This is an optimization exercise on Yosys and OpenROAD, whose aim is small area, a short achievable clock period and few clock cycles, not a production implementation. At most, simulation tests tie the RTL to the original design; equivalence was not proved.

==> flow/design.v (excerpt) <==
module UT_TOP (
    clk, rst_n, in_valid, in_time,
    out_valid, out_display, out_day
);
Size in the first run: about 980 cells after synthesis, roughly 79 flip-flops, roughly 42 I/O pins, ~6600 um2 of cells after synthesis.
Settings: LEC_CHECK=0, ABC_AREA=1, ABC_CLOCK_PERIOD_IN_PS=1500, CAP_MARGIN=20, CORE_MARGIN=2, CORE_UTILIZATION=60, SETUP_SLACK_MARGIN=5, SLEW_MARGIN=20; clock period 9.0 ns.
standard.sh (not shown) runs the stock make flow with config.mk's settings and CLKGATE_MAP_FILE= SYNTH_SCRIPT=/design/flow/synth_recipe.tcl, a recipe that flattens the netlist after the stock synthesis.
==> flow/flow/run.sh <==
#!/bin/bash
# Standard layout, except:
#  - synthesis maps adders and comparators through ABC (no full/half-adder
#    cell extraction), with a stronger area-oriented ABC script
#    (flow/abc_area.script, used in place of ORFS's abc_area.script);
#  - port buffers are plain buf_1 cells (resized later where timing needs it);
#  - clock tree synthesis adds no dummy loads;
#  - timing repair aims for 2.67 ns paths.
set -euo pipefail
rm -rf scripts_local
cp -r "$FLOW_HOME/scripts" scripts_local
cp flow/abc_area.script scripts_local/abc_area.script
bash standard.sh "SCRIPTS_DIR=$PWD/scripts_local" ADDER_MAP_FILE= SETUP_SLACK_MARGIN=6.33 \
  "BUFFER_PORTS_ARGS=-buffer_cell sky130_fd_sc_hd__buf_1" \
  "CTS_ARGS=-sink_clustering_enable -repair_clock_nets -dont_use_dummy_load" \
  finish > flow_make.log 2>&1
==> flow/flow/abc_area.script <==
strash
&get -n
&fraig -x
&put
scorr
dc2
dc2
strash
dch -f
map {D}
topo
stime -c
buffer -c
upsize -c
dnsize -c
The starting point produced a clean layout.
==> next run, changes <==
--- a/flow/design.v
+++ b/flow/design.v
@@ -117,47 +117,29 @@
 reg [6:0]  LO;     
 reg [1:0]  QD;     
 reg [2:0]  W;      
 reg        gt, lt; 
 reg [10:0] R2;     
 reg [4:0]  Y;      
 reg [1:0]  YO;     
 wire [3:0] MO = S[5:2];
 wire [4:0] DY = S[10:6];
 wire [11:0] x1 = {R1, S[15:14]};
 wire        c1a = (x1 >= 12'd675), c1b = (x1 >= 12'd1350), c1c = (x1 >= 12'd2025);
 wire [1:0]  q1 = c1c ? 2'd3 : c1b ? 2'd2 : c1a ? 2'd1 : 2'd0;
-reg  [11:0] k1;     
-always @(*) begin
-    case (q1)
-        2'd0: k1 = 12'd0;
-        2'd1: k1 = 12'd675;
-        2'd2: k1 = 12'd1350;
-        default: k1 = 12'd2025;
-    endcase
-end
-wire [11:0] r1n = x1 - k1;
+wire [11:0] r1n = c1c ? x1 - 12'd2025 : c1b ? x1 - 12'd1350 : c1a ? x1 - 12'd675 : x1;
 wire [12:0] x2 = {R2, QD};
 wire        c2a = (x2 >= 13'd1461), c2b = (x2 >= 13'd2922), c2c = (x2 >= 13'd4383);
 wire [1:0]  q2 = c2c ? 2'd3 : c2b ? 2'd2 : c2a ? 2'd1 : 2'd0;
-reg  [12:0] k2;     
-always @(*) begin
-    case (q2)
-        2'd0: k2 = 13'd0;
-        2'd1: k2 = 13'd1461;
-        2'd2: k2 = 13'd2922;
-        default: k2 = 13'd4383;
-    endcase
-end
-wire [12:0] r2n = x2 - k2;
+wire [12:0] r2n = c2c ? x2 - 13'd4383 : c2b ? x2 - 13'd2922 : c2a ? x2 - 13'd1461 : x2;
 reg [2:0] wn;
 always @(*) begin
     case ({W, q1})
         5'd0: wn = 3'd0;   5'd1: wn = 3'd1;   5'd2: wn = 3'd2;   5'd3: wn = 3'd3;
         5'd4: wn = 3'd4;   5'd5: wn = 3'd5;   5'd6: wn = 3'd6;   5'd7: wn = 3'd0;
         5'd8: wn = 3'd1;   5'd9: wn = 3'd2;   5'd10: wn = 3'd3;  5'd11: wn = 3'd4;
         5'd12: wn = 3'd5;  5'd13: wn = 3'd6;  5'd14: wn = 3'd0;  5'd15: wn = 3'd1;
         5'd16: wn = 3'd2;  5'd17: wn = 3'd3;  5'd18: wn = 3'd4;  5'd19: wn = 3'd5;
         5'd20: wn = 3'd6;  5'd21: wn = 3'd0;  5'd22: wn = 3'd1;  5'd23: wn = 3'd2;
         5'd24: wn = 3'd3;  5'd25: wn = 3'd4;  5'd26: wn = 3'd5;  5'd27: wn = 3'd6;
         5'd28: wn = 3'd0;  5'd29: wn = 3'd1;  5'd30: wn = 3'd2;  default: wn = 3'd3;
     endcase
=>
- via count goes up by 3.6%
- final area goes down by 6.6%
- area after synthesis goes down by 1.4%
Testbench counts after the change, summed over its fixed seeds: cycles 11,768.
Only the layout flow was run in the first run of this note; the RTL was not checked for function there.

-- what the ideal ports hide --
Ports are ideal in the flow. The routed layouts listed here were re-timed in OpenROAD.
Step 1 (the two cells are an assumption about what drives the block):
set clk [get_ports {clk}]
set_driving_cell -lib_cell sky130_fd_sc_hd__clkbuf_16 $clk
set_driving_cell -lib_cell sky130_fd_sc_hd__buf_2 [delete_from_list [all_inputs] $clk]
Step 2 adds t to the input delays and takes it off the output delays; t is the mean of the earliest and latest rising clock arrival at the registers after step 1. Input paths then give back, and output paths get back, about the clock's delay inside the block.
Three values: ideal, step 1, step 2; two values: the first two.
run	t, ns	setup WS [ns]	worst data-port slew with drivers (ns)
the first run	0.403	6.317 / 6.282 / 6.414	0.03
the second run	0.394	6.333 / 6.294 / 6.404	0.04
After both steps setup and hold are still met in every run listed.
